Source: an optimization exercise on an open RTL-to-GDS flow (aim: small area). Production flows keep margins and buffers that such runs may drop. Only simulation tests tie the RTL to the original design; equivalence was not proved. Power is estimated from default activity; no workload was simulated.

== v6 ==
Design hc_sr04, start of the top module:
module hc_sr04(
	input			clk,
	input			rst_n,
	input			echo_in,
	output			trig_out,
	output			cycle_out,
	output			valid,
	output			timeout,
	output			busy,
	output	[6:0]	hex2,
	output	[6:0]	hex1,
	output	[6:0]	hex0
);
	reg [21:0] tpos;       
	reg        led_out;
	reg        trig_lt;    
	reg        trig_q;
	wire t_end = ~tpos[21] & ~tpos[20] & tpos[19] & tpos[18] & ~tpos[17] & ~tpos[16] & ~tpos[15] & tpos[14] & tpos[13] & ~tpos[12] & ~tpos[11] & tpos[10] & ~tpos[9] & ~tpos[7] & ~tpos[6] & ~tpos[4] & ~tpos[3] & ~tpos[2] & ~tpos[1] & ~tpos[0];
	wire t_499 = ~tpos[21] & ~tpos[20] & ~tpos[19] & ~tpos[18] & tpos[17] & tpos[16] & ~tpos[15] & ~tpos[14] & tpos[13] & ~tpos[12] & ~tpos[11] & ~tpos[10] & ~tpos[9] & ~tpos[7] & tpos[6] & tpos[5] & ~tpos[4] & ~tpos[2] & tpos[1];
	always @(posedge clk or negedge rst_n) begin
		if (!rst_n) begin
			tpos    <= 22'h184a40;
			led_out <= 1'b0;
			trig_lt <= 1'b1;
		end else begin
			tpos    <= {tpos[20:0], tpos[21] ^ tpos[20]} ^ {6'd0, t_end, 15'd0};
			if (t_end) begin
				led_out <= ~led_out;
				trig_lt <= 1'b1;
			end else if (t_499) begin
				trig_lt <= 1'b0;
			end
		end
	end
	always @(posedge clk)
  ...
export LEC_CHECK = 0
export ABC_AREA = 1
export CAP_MARGIN = 20
export CORE_MARGIN = 2
export CORE_UTILIZATION = 40
export SLEW_MARGIN = 20
create_clock -name core_clock -period 20.0 [get_ports {clk}]
standard.sh (not shown) runs the stock make flow with config.mk's settings and CLKGATE_MAP_FILE= SYNTH_SCRIPT=/design/flow/synth_recipe.tcl, a recipe that flattens the netlist after the stock synthesis.
==> flow/flow/run.sh <==
#!/bin/bash
# Own layout flow:
#  1. the standard synthesis, unchanged (standard.sh synth);
#  2. the combinational logic between the registers re-mapped for area with Yosys/ABC
#     (flow/reopt.ys, flow/area.abc); registers keep their instances, names and cells;
#  3. the standard floorplan, placement, CTS, routing and finish, with
#     - port buffers of the smallest buffer cell (every input and output still gets one),
#     - clock tree synthesis without dummy loads and with small clock buffers.
# Each tool's output goes to a log of its own in this folder.
set -euo pipefail
W=$(pwd)
R=$W/orfs/results/${FLOW_PLATFORM}/hc_sr04/base
LIB=$FLOW_HOME/platforms/${FLOW_PLATFORM}/lib/sky130_fd_sc_hd__tt_025C_1v80.lib
YOSYS=$FLOW_HOME/../tools/install/yosys/bin/yosys
[[ -x $YOSYS ]] || YOSYS=yosys

bash standard.sh synth > synth.log 2>&1

cp $R/1_2_yosys.v $W/synth_standard.v
sed -e "s#LIBERTY#$LIB#g" -e "s#IN_NETLIST#$W/synth_standard.v#" -e "s#OUT_NETLIST#$W/synth_reopt.v#" \
    -e "s#ABC_SCRIPT#$W/flow/area.abc#" flow/reopt.ys > reopt_run.ys
$YOSYS -s reopt_run.ys > reopt.log 2>&1
cp $W/synth_reopt.v $R/1_2_yosys.v
rm -f $R/1_synth.odb $R/1_synth.sdc
bash standard.sh synth > synth_odb.log 2>&1

export BUFFER_PORTS_ARGS="-buffer_cell sky130_fd_sc_hd__buf_1"
export CTS_ARGS="-sink_clustering_enable -repair_clock_nets -dont_use_dummy_load -buf_list {sky130_fd_sc_hd__clkbuf_2 sky130_fd_sc_hd__clkbuf_4 sky130_fd_sc_hd__clkbuf_8}"
bash standard.sh floorplan > floorplan.log 2>&1
bash standard.sh place > place.log 2>&1
bash standard.sh cts > cts.log 2>&1
bash standard.sh route > route.log 2>&1
bash standard.sh finish > finish.log 2>&1
==> flow/flow/area.abc <==
strash; &get -n; &deepsyn -T 30; &put; dch -f; amap; topo
==> flow/flow/reopt.ys <==
# Re-map the combinational logic of the standard synthesis netlist for area.
# Registers and tie cells are kept as black boxes: the same instances, names and cells.
read_liberty -ignore_miss_func LIBERTY
blackbox sky130_fd_sc_hd__df* sky130_fd_sc_hd__conb_1
read_verilog IN_NETLIST
hierarchy -top hc_sr04
flatten
opt_clean -purge
abc -script ABC_SCRIPT -liberty LIBERTY -dont_use *lpflow* -dont_use *probe*
opt_clean -purge
hilomap -singleton -hicell sky130_fd_sc_hd__conb_1 HI -locell sky130_fd_sc_hd__conb_1 LO
splitnets
opt_clean -purge
insbuf -buf sky130_fd_sc_hd__buf_1 A X
rename -enumerate -pattern _rn%_ w:*.*
stat -liberty LIBERTY
write_verilog -noattr -nohex -nodec OUT_NETLIST
Input-level comparison between v7 and v6:
-- flow/flow/run.sh --
<<< v6, line 26

export BUFFER_PORTS_ARGS="-buffer_cell sky130_fd_sc_hd__buf_1"
export CTS_ARGS="-sink_clustering_enable -repair_clock_nets -dont_use_dummy_load -buf_list {sky130_fd_sc_hd__clkbuf_2 sky130_fd_sc_hd__clkbuf_4 sky130_fd_sc_hd__clkbuf_8}"
bash standard.sh floorplan > floorplan.log 2>&1
bash standard.sh place > place.log 2>&1
>>> v7, line 26

export BUFFER_PORTS_ARGS="-buffer_cell sky130_fd_sc_hd__buf_1"
export CTS_ARGS="-sink_clustering_enable -repair_clock_nets -dont_use_dummy_load -buf_list {sky130_fd_sc_hd__clkbuf_4} -root_buf sky130_fd_sc_hd__clkbuf_4 -sink_clustering_size 30 -sink_clustering_max_diameter 100"
bash standard.sh floorplan > floorplan.log 2>&1
bash standard.sh place > place.log 2>&1
--- outcome ---
Compared with v6, in v7 headroom to the max-slew limit went down, portion of the clock cycle consumed by the worst path in the final layout went up.
Combinational share of power: v7 and v6 compared, lower one is v6
On first-pass GRT wire length: between v7 and v6, it ends up lower for v7.
The standard cells in v7 occupy less silicon area than those in v6 do.
Layout overhead on the synthesized area: v7 < v6
Re aggregate global routing overflow: no difference whatsoever between v6 and v7.
Against v6, time the worst path needs with I/O delays and setup in v7 came out worse.
Sort v7 and v6 by final setup skew asc -> top: v6
Maximum clock rate ends up higher on v6.

static timing again, ports no longer ideal:
How much do the figures lean on ideal ports? The routed layouts below were timed once more, with nothing changed but the port constraints.
Step 1 sets driving cells, clkbuf_16 on the clock port and buf_2 on the other inputs (assumed; they add their load-dependent delay and slew).
Step 2 times the ports against the registers' clock, not the clock port: input delays grow and output delays shrink by t, the midpoint of the rising clock arrivals with the driver on.
a / b / c = ideal ports / drivers / drivers and shift; a / b = the first two.
run | shift t [ns] | setup WS [ns] | worst hold slack (ns) | latest minus earliest clock arrival (ns) | worst data-port slew with drivers (ns)
v6 | 0.339 | 14.142 / 14.117 / 14.456 | 0.349 / 0.349 / 0.349 | 0.015 / 0.016 | 0.03
v7 | 0.392 | 14.074 / 14.052 / 14.443 | 0.354 / 0.354 / 0.354 | 0.027 / 0.027 | 0.03
After both steps every run listed still meets setup and hold.
